Context: an optimization exercise on an open-source flow, tuned for small area, a short achievable clock period and few clock cycles. The choices shown serve that exercise and are no tape-out recipe.
RTL that was checked went through simulation tests only; none was proved equivalent to the original.
No functional check of the RTL was part of run 2.

--- config.mk ---
export PLATFORM = sky130hd
export DESIGN_NAME = LearningMachine
export DESIGN_NICKNAME = LearningMachine
export VERILOG_FILES = /design/flow/design.v
export SDC_FILE = /design/flow/constraint.sdc
export NUM_CORES = 4
export LEC_CHECK = 0
export CAP_MARGIN = 20
export CORE_MARGIN = 2
export CORE_UTILIZATION = 40
export SLEW_MARGIN = 20
--- design.v ---
`timescale 1ns/1ns
module Controller(input clk, rst, start, compare, flag, output InitYin, InitW1, InitW2, InitB, InitFlag, InitAlpha, LdX1, LdX2, LdT, Select2, LdYin, LdFlag, LdAlphaT, LdW1, LdW2, LdB,ReadEn,Ready, output [1:0] Select1, Sel1, Sel2);
	reg initYin, initW1, initW2, initB, initFlag, initAlpha, ldX1, ldX2, ldT, select2, ldYin, ldFlag, ldAlphaT, ldW1, ldW2, ldB;
	reg [1:0] select1, sel1, sel2;
	reg [3:0] ns, ps;
	reg ldCnt, cntDown;
	reg readEn, ready;
	wire co;
	reg [7:0] Cout;
	always@(ps, start, co, compare, flag)begin
		ns = 4'b0;
		case(ps)
			4'b0000: begin
				ns = (start)? 4'b0001 : 4'b0000;
			  end
			4'b0001: begin
				ns = 4'b0010;
				end
			4'b0010: begin
				ns = 4'b0011;
				end
			4'b0011: begin
				ns = 4'b0100;
				end
			4'b0100: begin
				ns = 4'b0101;
				end
			4'b0101: begin
				ns = compare ? 4'b0110 : 4'b1010;
				end
			4'b0110: begin
				ns = 4'b0111;
				end
			4'b0111: begin
				ns = 4'b1000;
				end
			4'b1000: begin
				ns = 4'b1001;
				end
			4'b1001: begin
				ns = 4'b1010;
				end
			4'b1010: begin
				ns = (co == 0) ? 4'b0010 : 
				     (flag == 1) ? 4'b1011 : 
				     (flag == 0) ? 4'b0000 : 4'b1010;
				end
			4'b1011: begin
			  ns = 4'b0010;
			  end
			default: ns = 4'b0000;
		endcase
	end
	always@(ps)begin
		{initYin, initW1, initW2, initB, initFlag, ldCnt, initAlpha, ldX1, ldX2, ldT, cntDown, select2, ldYin, ldFlag, ldAlphaT, ldW1, ldW2, ldB} = 18'b0;
		readEn = 1'b0;
		ready = 1'b0;
		select1 = 2'b0;
		sel1 = 2'b0;
		sel2 = 2'b0;
		case(ps)
			4'b0000: begin
				ready = 1;
			  end
			4'b0001: begin
				initW1 = 1;
				initW2 = 1;
				initB = 1;
				initYin = 1;
				ldCnt = 1;
				initAlpha = 1;
				end
			4'b0010: begin
				ldX1 = 1;
				ldX2 = 1;
				ldT = 1;
				cntDown = 1;
				readEn = 1;
				end
			4'b0011: begin
				sel1 = 2'b00;
				sel2 = 2'b01;
				select1 = 2'b01;
				select2 = 1;
				ldYin = 1;
				end
			4'b0100: begin
				sel1 = 2'b01;
				sel2 = 2'b10;
				select1 = 2'b00;
				select2 = 1;
				ldYin = 1;
				end
			4'b0101: begin
				end
			4'b0110: begin
				sel1 = 2'b10;
				sel2 = 2'b0;
				ldAlphaT = 1;
				ldFlag = 1;
				end
			4'b0111: begin
				sel1 = 2'b11;
				sel2 = 2'b01;
				select2 = 1;
				select1 = 2'b10;
				ldW1 = 1;
				end
			4'b1000: begin
				sel1 = 2'b11;
				sel2 = 2'b10;
				select2 = 1;
				select1 = 2'b11;
				ldW2 = 1;
				end
			4'b1001: begin
				select2 = 0;
				select1 = 2'b01;
				ldB = 1;
				end
			4'b1010: begin
				end
			4'b1011: begin
			  ldCnt = 1;
			  initFlag = 1;
			  end
		endcase
	end
	always@(posedge clk,posedge rst)begin
		if(rst) ps <= 4'b0000;
		else ps <= ns;
	end
	always@(posedge clk, posedge rst)begin
	  if(rst)
	    Cout = 8'b11001000;
	  else begin
	    if(ldCnt) Cout <= 8'b11001000;
	    else if(cntDown) Cout <= Cout - 1;
	  end
  end
  assign co = ~|{Cout};
  assign InitYin = initYin;
  assign InitW1 = initW1;
  assign InitW2 = initW2;
  assign InitB = initB;
  assign InitFlag = initFlag;
  assign LdCnt = ldCnt;
  assign InitAlpha = initAlpha;
  assign LdX1 = ldX1;
  assign LdX2 = ldX2;
  assign LdT = ldT;
  assign CntDown = cntDown;
  assign Select1 = select1;
  assign Select2 = select2;
  assign LdYin = ldYin;
  assign LdFlag = ldFlag;
  assign LdAlphaT = ldAlphaT;
  assign LdW1 = ldW1;
  assign LdW2 = ldW2;
  assign LdB = ldB;
  assign Sel1 = sel1;
  assign Sel2 = sel2;
  assign ReadEn = readEn;
  assign Ready = ready;
endmodule
`timescale 1ns/1ns
module FlagReg(input clk,rst,loadData,initVal, output out);
  reg outData;
  assign out = outData;
  always@(posedge clk, posedge rst)begin
    if(rst) outData <= 1'b0;
    else
    begin
      if(initVal) outData <= 1'b0;
      else
    begin
    if (loadData) outData <= 1'b1;
    else outData <= outData;
    end
  end
  end
endmodule
`timescale 1ns/1ns
module Reg2bit(input clk,rst,loadData,initVal, input [1:0] inData, output[1:0] out);
  reg [1:0] outData;
  assign out = outData;
  always@(posedge clk, posedge rst)begin
    if(rst) outData <= 2'b0;
    else
    begin
      if(initVal) outData <= 2'b0;
      else
    begin
    if (loadData) outData <= inData;
    else outData <= outData;
    end
  end
  end
endmodule
`timescale 1ns/1ns
module Reg3bit(input clk,rst,loadData,initVal, input [2:0] inData, output[2:0] out);
  reg [2:0] outData;
  assign out = outData;
  always@(posedge clk, posedge rst)begin
    if(rst) outData <= 3'b0;
    else
    begin
      if(initVal) outData <= 3'b0;
      else
    begin
    if (loadData) outData <= inData;
    else outData <= outData;
    end
  end
  end
endmodule
`timescale 1ns/1ns
module Reg7bit(input clk,rst,loadData,initVal, input [6:0] inData, output[6:0] out);
  reg [6:0] outData;
  assign out = outData;
  always@(posedge clk, posedge rst)begin
    if(rst) outData <= 7'b0;
    else
    begin
      if(initVal) outData <= 7'b0;
      else
    begin
    if (loadData) outData <= inData;
    else outData <= outData;
    end
  end
  end
endmodule
`timescale 1ns/1ns
module Reg14bit(input clk,rst,loadData,initVal, input [13:0] inData, output[13:0] out);
  reg [13:0] outData;
  assign out = outData;
  always@(posedge clk, posedge rst)begin
    if(rst) outData <= 14'b0;
    else
    begin
      if(initVal) outData <= 14'b0;
      else
    begin
    if (loadData) outData <= inData;
    else outData <= outData;
    end
  end
  end
endmodule
`timescale 1ns/1ns
module Mux2to1(input select, input [13:0]in1,in2, output [13:0]MuxOut);
  assign MuxOut = ~select ? in1 : in2;
endmodule
`timescale 1ns/1ns
module Mux4to1(input [1:0]select, input [13:0]in1,in2,in3,in4, output [13:0]MuxOut);
  assign MuxOut = select==2'b00 ? in1 :
          select==2'b01 ? in2 :
          select==2'b10 ? in3 :
          select==2'b11 ? in4 : 14'bz;
endmodule
`timescale 1ns/1ns
module adder( input [13:0] op1, op2, output [13:0] result );
  assign result = op1 + op2;
endmodule
`timescale 1ns/1ns
module multiplier( input [13:0] op1, op2, output [13:0] result );
  wire [27:0] w;
  wire signed [13:0] operand1,operand2;
  assign operand1 = op1;
  assign operand2 = op2;
  assign w = operand1 * operand2;
  assign result = w[21:8];
endmodule
`timescale 1ns/1ns
module DataPath(input clk,rst, input [6:0] x1Data,x2Data, input [1:0] tData, input InitYin, InitW1, InitW2, InitB, InitFlag, InitAlpha, LdX1, LdX2, LdT, Select2, LdYin, LdFlag, LdAlphaT, LdW1, LdW2, LdB, input [1:0]  Select1, Sel1, Sel2, output compare, flag, output[1:0] signYin, output[13:0] w1,w2,b,Yin);
  wire [6:0] x1,x2;
  wire [1:0] t;
  wire [2:0] alpha,alphaT;
  wire [13:0] AddOut,MultOut,MultOp1,MultOp2,AddOp1,AddOp2;
  wire [13:0] castedT,castedAlphaT,castedAlpha,castedX1,castedX2;
  assign castedT = t[1] ? {4'b1111, t, 8'b0}: {4'b0, t, 8'b0};
  assign castedAlphaT = alphaT[2] ? {5'b11111, alphaT, 6'b0}: {5'b0, alphaT, 6'b0};
  assign castedAlpha = alpha[2] ? {5'b11111, alpha, 6'b0}: {5'b0, alpha, 6'b0};
  assign castedX1 = x1[6] ? {3'b111, x1, 4'b0}: {3'b0, x1, 4'b0};
  assign castedX2 = x2[6] ? {3'b111, x2, 4'b0}: {3'b0, x2, 4'b0};
  FlagReg FLAG(clk,rst,LdFlag,InitFlag, flag);
  Reg2bit T(clk,rst,LdT,1'b0,tData,t);
  Reg3bit ALPHA(clk,rst,InitAlpha,1'b0,3'b011, alpha);
  Reg3bit ALPHAT(clk,rst,LdAlphaT,1'b0,MultOut[8:6], alphaT);
  Reg7bit X1(clk,rst,LdX1,1'b0,x1Data, x1);
  Reg7bit X2(clk,rst,LdX2,1'b0,x2Data, x2);
  Reg14bit W1(clk,rst,LdW1,InitW1,AddOut, w1);
  Reg14bit W2(clk,rst,LdW2,InitW2,AddOut, w2);
  Reg14bit B (clk,rst,LdB,InitB,AddOut, b);
  Reg14bit YIN (clk,rst,LdYin,InitYin,AddOut, Yin);
  Mux4to1 MULTOP1(Sel1,w1,w2,castedT,castedAlphaT, MultOp1);
  Mux4to1 MULTOP2(Sel2,castedAlpha,castedX1,castedX2,14'b0, MultOp2);
  Mux4to1 ADDOP1(Select1,Yin,b,w1,w2, AddOp1);
  Mux2to1 ADDOP2(Select2,castedAlphaT,MultOut, AddOp2);
  multiplier MULTIPLIER(MultOp1,MultOp2, MultOut);
  adder ADDER(AddOp1,AddOp2, AddOut);
  assign compare = (Yin == 14'b0) ? 1 : (Yin[13] ^ t[1]);
  assign signYin = Yin[13] ? 2'b11 : 2'b01;  
endmodule
`timescale 1ns/1ns
module LearningMachine(input clk,rst, start, input [6:0] x1Data,x2Data, input [1:0] tData, output[1:0] signYin, output[13:0] w1,w2,b,Yin,output ReadEn, Ready);
  wire [1:0]Select1, Sel1, Sel2;
  wire  flag, InitYin, InitW1, InitW2, InitB, InitFlag, InitAlpha, LdX1, LdX2, LdT, Select2, LdYin, LdFlag, LdAlphaT, LdW1, LdW2, LdB;
  Controller controller(clk, rst, start, compare, flag, InitYin, InitW1, InitW2, InitB, InitFlag, InitAlpha, LdX1, LdX2, LdT, Select2, LdYin, LdFlag, LdAlphaT, LdW1, LdW2, LdB, ReadEn, Ready, Select1, Sel1, Sel2);
  DataPath datapath(clk,rst, x1Data,x2Data, tData, InitYin, InitW1, InitW2, InitB, InitFlag, InitAlpha, LdX1, LdX2, LdT, Select2, LdYin, LdFlag, LdAlphaT, LdW1, LdW2, LdB, Select1, Sel1, Sel2, compare, flag, signYin, w1,w2,b,Yin);
endmodule
--- run.sh ---
#!/bin/bash
# synth_recipe.tcl (not shown) runs the flow's synth.tcl, then flattens the netlist and writes it again
# the make line also repeats each setting of config.mk as NAME=value (left out here)
make -C /OpenROAD-flow-scripts/flow DESIGN_CONFIG=/design/flow/config.mk WORK_HOME=/design/flow/orfs CLKGATE_MAP_FILE= SYNTH_SCRIPT=/design/flow/synth_recipe.tcl finish
--- constraint.sdc ---
create_clock -name core_clock -period 12.0 [get_ports {clk}]
set_input_delay 2.4000 -clock core_clock [delete_from_list [all_inputs] [get_ports {clk}]]
set_output_delay 2.4000 -clock core_clock [all_outputs]
set_load 0.01 [all_outputs]
==> summary.txt, run 1 <==
Synthesis
  – Distinct cells, synth: 70
  – Top-count cell post-synth: nand2_1
  – Post-Synthesis Cells: 976
  – Top cells by count, synth: nand2_1, inv_1, dfrtp_1
  – Seq/Total Area, Yosys: 0.249
  – Number of flops mapped to enable cells by yosys: 0
  – Ys Warns: 10
  – Synth area leaders: dfrtp_1, fa_1, ha_1
  – Post-synth top flop: dfrtp_1
  – Flops & latches, synth: 89
  – Biggest area consumer among synthesized cells: dfrtp_1
  – Mapped cell area: 8950 um2
  – Syn_area_per_cell: 9.17 um2
  – Post-synth ARST share: 1.00
  – Yosys top cell area share: 0.240

Clock network
  – Postcts setup bufs: 0
  – Clock latency on the worst-skew pair: 370 ps
  – CTS max path bufs: 2
  – Cts hold-fix bufs: 0
  – CTS tree: built
  – CTS sink cnt: 89
  – Clk slew on worst S/H paths: 80 ps
  – Gates resized, CTS repair: 0
  – CTS H-tree lvls: 3
  – CTS buffer count: 9
  – CTS root buffer: clkbuf_16

Floorplan
  – Die area: 23600 um2
  – Die Y: 154 um
  – Core Region: 21900 um2
  – Die width: 154 um
  – I/O pin cnt: 79
  – Num rows: 54
  – Initial core utilization: 0.409

Drt
  – DRC Markers: 0
  – Final wirelength: 24.1 mm
  – Drt pass-1 iters: 6
  – DRT iter0 DRCs: 475
  – Vias: 7184
  – Routed len/inst: 18.2 um
  – DRT antenna net count: 0
  – Via/cell ratio: 5.44

Global route
  – Largest net degree at the start of global routing: 62
  – Total global routing overflow: 0
  – First-pass GRT wire length: 39.1 mm
  – Total GRT Usage: 0.209
  – Vias in the first global route: 7092
  – Initial antenna violation count: 0

Timing
  – Period minus WS final: 9140 ps
  – Setup TNS: 0 ps
  – Final Setup Violations: 0
  – Final Hold Fails: 0
  – Max-slew violations: 0
  – Relative slew slack: 0.329
  – Crit share post-route: 0.762
  – Unrepaired setup endpoints after global routing: no
  – Slew at the pin with the worst max-slew slack: 1000 ps
  – Maximum clock frequency: 0.109 GHz
  – Final setup skew: 12.6 ps
  – Setup WS post-layout: 2860 ps

Setup path
  – Worst EP arrival: 9440 ps
  – Largest stage delay on the critical path: 810 ps
  – Worst-path fanout max: 22
  – CP Data Required Time: 12300 ps
  – Crit start category: register
  – Critical Setup Path Class: register to register
  – CP max stage cell: dfrtp_1
  – Endpoint type of the worst setup path: register

Final layout
  – Filler cells: 2167
  – Final layout net count: 1215
  – Area growth syn-to-layout: 14.8%
  – ANT cells: 0
  – Register Area: 2230 um2
  – Area of the multi-input gates: 6180 um2
  – Share of post-route cells with drive strength above 1: 0.0624
  – Utilization after layout: 0.469
  – Post-Layout Cell Count: 1321

Placement
  – Placement Setup Slack: 2980 ps
  – RePlAce Congestion: 0.898
  – Port buffer count: 77
  – Placed insts: 1305
  – Dpl hpwl: 19.2 mm

Worst hold path
  – Tightest Hold Check Type: register to register

Flow run
  – Max-Cap Viols: 0

Status
  – Outcome: timing/DRC/antenna clean
[sequential cells by signal, summed over array words and instances (netlist names)]
signal,flops
controller.Cout,8
datapath.FLAG.outData,1
datapath.ALPHAT.outData,3
datapath.X2.outData,7
datapath.YIN.outData,14
datapath.T.outData,2
datapath.ALPHA.outData,1
datapath.B.outData,14
datapath.W2.outData,14
datapath.X1.outData,7
datapath.W1.outData,14
controller.ps,4
[placed cells by master, fill, tap and decap left out, drive strengths merged, types with 10 or more instances in the layout]
cell type      count
a21o              14
a21oi             43
a22o              13
and2              12
buf               10
clkdlybuf4s50     77
dfrtp             86
fa                84
ha                76
inv               98
mux4              14
nand2            195
nand2b            10
nor2              67
nor2b             10
nor3              12
o21ai             60
xnor2             32
xor2              14
[final cells by class]
class / instances / share of cell area
clock buffer: 9 / 0.0219
clock inverter: 7 / 0.00791
inverter: 96 / 0.0352
multi-input combinational: 753 / 0.601
sequential: 89 / 0.217
tap: 280 / 0.0341
timing repair buffer: 87 / 0.0823
[path summary, 6_finish.rpt]
| path | start | cells after the start | endpoint | slack, ps |
|---|---|---|---|---|
| worst max-delay path | controller.ps[3] | 33 | datapath.YIN.outData[13] | 2860 |
| worst max register to register | controller.ps[3] | 33 | datapath.YIN.outData[13] | 2860 |
| worst min-delay path | datapath.X1.outData[1] | 2 | datapath.X1.outData[1] | 480 |
| worst min register to register | datapath.X1.outData[1] | 2 | datapath.X1.outData[1] | 480 |
| max in group asynchronous | rst | 3 | datapath.W1.outData[3] | 8470 |
| min in group asynchronous | rst | 2 | controller.Cout[5] | 2360 |
[metrics by stage]
step                      hold slack [ps]  area [um2]
after detailed placement              470        9970
after global placement                462        9970
final                                 484       10300
after CTS                             487       10300
after global routing                  512       10300
after floorplan                       445        8950
[per-layer routing]
| layer | vias to the layer above | wire, um | GRT usage |
|---|---|---|---|
| li1 | 3366 | - | - |
| met3 | 38 | 1320 | 0.0397 |
| met5 | - | 0 | 0 |
| met1 | 3573 | 10900 | 0.294 |
| met4 | 0 | 456 | 0.0524 |
| met2 | 207 | 11400 | 0.336 |
[critical path, delay by kind of cell (launching register included)]
| family | cells | cell delay (ps) |
|---|---|---|
| AOI/OAI and AO/OA | 11 | 2720 |
| xor gates and xnor gates | 3 | 740 |
| adders and majority gates | 8 | 3190 |
| buffers and inverters | 3 | 150 |
| DFF | 1 | 810 |
| and+or+nand+nor | 8 | 1430 |
[cell families after synthesis]
family          share of synthesized area
compound gates                      0.136
xor+xnor                           0.0502
fa+ha+maj                           0.295
buf+inv                            0.0602
flops                               0.249
mux                                0.0460
other cells                      0.000419
simple gates                        0.163
Testbench counts, summed over its fixed seeds: cycles 833,903.
==> run 2, diff against run 1 <==
--- a/design.v
+++ b/design.v
@@ -306,7 +306,66 @@
 `timescale 1ns/1ns
 module LearningMachine(input clk,rst, start, input [6:0] x1Data,x2Data, input [1:0] tData, output[1:0] signYin, output[13:0] w1,w2,b,Yin,output ReadEn, Ready);
-  wire [1:0]Select1, Sel1, Sel2;
-  wire  flag, InitYin, InitW1, InitW2, InitB, InitFlag, InitAlpha, LdX1, LdX2, LdT, Select2, LdYin, LdFlag, LdAlphaT, LdW1, LdW2, LdB;
-  Controller controller(clk, rst, start, compare, flag, InitYin, InitW1, InitW2, InitB, InitFlag, InitAlpha, LdX1, LdX2, LdT, Select2, LdYin, LdFlag, LdAlphaT, LdW1, LdW2, LdB, ReadEn, Ready, Select1, Sel1, Sel2);
-  DataPath datapath(clk,rst, x1Data,x2Data, tData, InitYin, InitW1, InitW2, InitB, InitFlag, InitAlpha, LdX1, LdX2, LdT, Select2, LdYin, LdFlag, LdAlphaT, LdW1, LdW2, LdB, Select1, Sel1, Sel2, compare, flag, signYin, w1,w2,b,Yin);
+  reg busy, rdEn, valid, xlast, flag;
+  reg [7:0] cnt;
+  reg [6:0] x1, x2;
+  reg t;
+  reg [11:0] u1, u2;
+  reg [7:0] v;
+  reg [13:0] yReg;
+  wire signed [18:0] p1 = $signed(u1) * $signed(x1);
+  wire signed [18:0] p2 = $signed(u2) * $signed(x2);
+  wire [13:0] y = {v, 6'b0} + p1[15:2] + p2[15:2];
+  wire mis = (y == 14'd0) | (y[13] ^ t);
+  wire upd = valid & mis;
+  wire [11:0] x1e = {{5{x1[6]}}, x1};
+  wire [11:0] x2e = {{5{x2[6]}}, x2};
+  wire [11:0] d1 = x1e + {x1e[10:0], 1'b0};
+  wire [11:0] d2 = x2e + {x2e[10:0], 1'b0};
+  wire [11:0] u1n = t ? u1 - d1 : u1 + d1;
+  wire [11:0] u2n = t ? u2 - d2 : u2 + d2;
+  wire [7:0]  vn  = t ? v - 8'd3 : v + 8'd3;
+  wire last = (cnt == 8'd199);
+  always @(posedge clk, posedge rst) begin
+    if (rst) begin
+      busy <= 1'b0; rdEn <= 1'b0; valid <= 1'b0; xlast <= 1'b0; flag <= 1'b0;
+      cnt <= 8'd0; x1 <= 7'd0; x2 <= 7'd0; t <= 1'b0;
+      u1 <= 12'd0; u2 <= 12'd0; v <= 8'd0; yReg <= 14'd0;
+    end else begin
+      yReg <= y;
+      if (!busy) begin
+        if (start) begin
+          busy <= 1'b1; rdEn <= 1'b1; valid <= 1'b0; xlast <= 1'b0; flag <= 1'b0;
+          cnt <= 8'd0; u1 <= 12'd0; u2 <= 12'd0; v <= 8'd0;
+        end
+      end else begin
+        valid <= rdEn;
+        if (rdEn) begin
+          x1 <= x1Data; x2 <= x2Data; t <= tData[1];
+          xlast <= last;
+          cnt <= last ? 8'd0 : cnt + 8'd1;
+        end
+        if (upd) begin
+          u1 <= u1n; u2 <= u2n; v <= vn;
+        end
+        if (rdEn && last) begin
+          flag <= 1'b0;
+          rdEn <= flag | upd;
+        end else if (!rdEn && xlast) begin
+          if (valid) begin
+            rdEn <= mis;
+            busy <= mis;
+          end
+        end else if (upd && !xlast) begin
+          flag <= 1'b1;
+        end
+      end
+    end
+  end
+  assign w1 = {u1, 2'b00};
+  assign w2 = {u2, 2'b00};
+  assign b = {v, 6'b0};
+  assign Yin = yReg;
+  assign signYin = {yReg[13], 1'b1};
+  assign ReadEn = rdEn;
+  assign Ready = ~busy;
 endmodule
==> run 2 against run 1 <==
Net effect: via count is 10% higher; synthesized cell count is 21% higher; non-clock buffer count is 17 lower.
==> summary.txt, run 2 <==
Clock network
  – CTS H-tree lvls: 3 (unchanged)
  – Postcts setup bufs: 0 (unchanged)
  – CTS tree: built
  – Clk slew on worst S/H paths: 70 ps (about the same)
  – CTS sink cnt: 74 (-17%)
  – CTS buffer count: 9 (unchanged)
  – Gates resized, CTS repair: 0 (unchanged)
  – CTS root buffer: clkbuf_16
  – CTS max path bufs: 2 (unchanged)
  – Cts hold-fix bufs: 0 (unchanged)
  – Clock latency on the worst-skew pair: 350 ps (-20 ps)

Drt
  – Metal-1 WL: 11.9 mm (+9.4%)
  – Met2 WL post-DR: 11.0 mm (-4.0%)
  – DR top layer: met4
  – Met3 WL: 723 um (-45%)
  – Routed len/inst: 15.3 um (-16%)
  – DRC Markers: 0 (unchanged)
  – Via/cell ratio: 5.05 (-7.1%)
  – Final wirelength: 23.9 mm (-0.61%)
  – Drt pass-1 iters: 16 (+10)
  – DRT antenna net count: 0 (unchanged)
  – DRT iter0 DRCs: 377 (-21%)
  – Vias: 7912 (+10%)

Setup path
  – Worst path bufs/invs: 5 (+2)
  – R2r endpoint: v[7]
  – Crit start category: register
  – CP max stage cell: dfrtp_1
  – Critical R2R Launch: x2[2]
  – CP Data Required Time: 12270 ps (-30 ps)
  – R2R setup slack: 3550 ps (+700 ps)
  – Endpoint type of the worst setup path: register
  – Critical Setup Path Class: register to register
  – Worst EP arrival: 8710 ps (-730 ps)
  – R2R depth: 33 (unchanged)
  – Family with the most delay on the worst path: adder cells
  – Largest stage delay on the critical path: 630 ps (-180 ps)
  – Worst-path fanout max: 65 (+200%)

Synthesis
  – Yosys top cell area share: 0.223 (-0.0176)
  – Number of flops mapped to enable cells by yosys: 0 (unchanged)
  – Top cells by count, synth: inv_1, ha_1, fa_1
  – Post-Synthesis Cells: 1182 (+21%)
  – Syn_area_per_cell: 9.04 um2 (-1.4%)
  – Post-synth ARST share: 1.00 (unchanged)
  – Mapped cell area: 10700 um2 (+19%)
  – Biggest area consumer among synthesized cells: fa_1
  – Ys Warns: 2 (-8)
  – Flops & latches, synth: 74 (-17%)
  – Post-synth top flop: dfrtp_1
  – Top-count cell post-synth: inv_1
  – Seq/Total Area, Yosys: 0.173 (-0.0760)
  – Distinct cells, synth: 54 (-23%)
  – Synth area leaders: fa_1, dfrtp_1, ha_1

Global route
  – Total global routing overflow: 0 (unchanged)
  – Total GRT Usage: 0.181 (-0.0281)
  – First-pass GRT wire length: 41.2 mm (+5.3%)
  – Vias in the first global route: 8152 (+15%)
  – Largest net degree at the start of global routing: 75 (+21%)
  – Initial antenna violation count: 0 (unchanged)

Timing
  – Setup TNS: 0 ps (unchanged)
  – Max-slew violations: 0 (unchanged)
  – Final Hold Fails: 0 (unchanged)
  – Period minus WS final: 8450 ps (-695 ps)
  – Crit share post-route: 0.704 (-0.0579)
  – Slew at the pin with the worst max-slew slack: 845 ps (-158 ps)
  – Maximum clock frequency: 0.118 GHz (+8.2%)
  – Relative slew slack: 0.435 (+0.106)
  – Final Setup Violations: 0 (unchanged)
  – Final setup skew: 10.4 ps (-2.21 ps)
  – Unrepaired setup endpoints after global routing: no

Floorplan
  – Core Region: 26100 um2 (+19%)
  – Initial core utilization: 0.409 (about the same)
  – I/O pin cnt: 79 (unchanged)
  – Die width: 167 um (+9.0%)
  – Die Y: 167 um (+9.0%)
  – Num rows: 59 (+9.3%)
  – Die area: 28000 um2 (+19%)

Final layout
  – Design area: 11900 um2 (+16%)
  – ANT cells: 0 (unchanged)
  – Area growth syn-to-layout: 11.5%
  – Leading cell type in the layout, fill and taps excluded: inv_1
  – Largest register FFs: 14
  – Final layout net count: 1489 (+23%)
  – Share of post-route cells with drive strength above 1: 0.0390 (-0.0234)
  – Commonest non-fill, non-tap cells in the layout: inv_1, ha_1, fa_1, and2_1, dfrtp_1
  – Biggest regs: yReg x14, u1 x12, u2 x12
  – Most flops, register: yReg

Placement
  – Port buffer count: 66 (-14%)
  – RePlAce Congestion: 0.812 (-9.5%)
  – Dpl hpwl: 18.4 mm (-3.9%)
  – Post-placement cell area: 11600 um2 (+16%)

Worst hold path
  – Tightest Hold Check Type: register to register
  – Hold_sp: cnt[7]
  – Hold path endpoint: cnt[7]
  – Hold depth: 1 (-1)

Status
  – Outcome: timing/DRC/antenna clean

Flow run
  – Max-Cap Viols: 0 (unchanged)
run 2: area by class of cell:
cell class	instances	area (um2)
inverter	186	699
timing repair buffer	70	694
clock buffer	9	225
multi-input combinational	885	7950
tap	335	419
clock inverter	7	82.6
fill	2574	14200
sequential	74	1850
run 2: cells by family after synthesis:
family          share of synthesized area
other cells                      0.000703
fa+ha+maj                           0.369
compound gates                      0.108
flops                               0.173
buf+inv                            0.0864
simple gates                        0.169
mux                                0.0171
xor+xnor                           0.0762
run 2: metrics by stage:
step	cells	worst slack (ps)	hold WS [ps]	utilization
final	1566	3550	501	0.456
after global routing	1566	2960	534	0.456
after CTS	1566	3590	510	0.456
after detailed placement	1550	3640	496	0.444
after global placement	1550	3680	478	0.444
after floorplan	1191	4520	445	-
run 2: worst max path at each step:
stage / start / endpoint / slack [ps] / cells after the start
4_1_cts: x2[2] / u1[11] / 3590 / 33
2_1_floorplan: x2[1] / u1[11] / 4520 / 34
6_report: x2[2] / v[7] / 3550 / 33
3_5_place_dp: x2[2] / u1[11] / 3640 / 33
3_3_place_gp: x2[2] / v[7] / 3680 / 33
5_1_grt: x2[2] / v[7] / 2960 / 33
run 2: per-layer routing:
layer,vias to the layer above,track usage
met4,0,0.0420
met5,-,0
met3,23,0.0229
li1,3907,-
met1,3845,0.257
met2,137,0.297

-- separate check: timing with driven ports --
The flow's constraints put no driver on any port. The routed layouts listed below were extracted and timed again, unchanged, in two steps.
Step 1 assumes that a clkbuf_16 drives the clock port and a buf_2 every other input.
Step 2 times the ports against the registers' clock, not the clock port: input delays grow and output delays shrink by t, the midpoint of the rising clock arrivals with the driver on.
Three values: ideal, step 1, step 2; two values: the first two.
run | t, ns | slack for setup (ns) | hold WS [ns] | worst setup path at the end | worst slew at a driven data input, ns
run 1 | 0.400 | 2.859 / 2.859 / 2.859 | 0.484 / 0.484 / 0.484 | register to register | 0.03
run 2 | 0.393 | 3.554 / 3.554 / 3.554 | 0.501 / 0.501 / 0.501 | register to register | 0.03
After both steps every run listed still meets setup and hold.
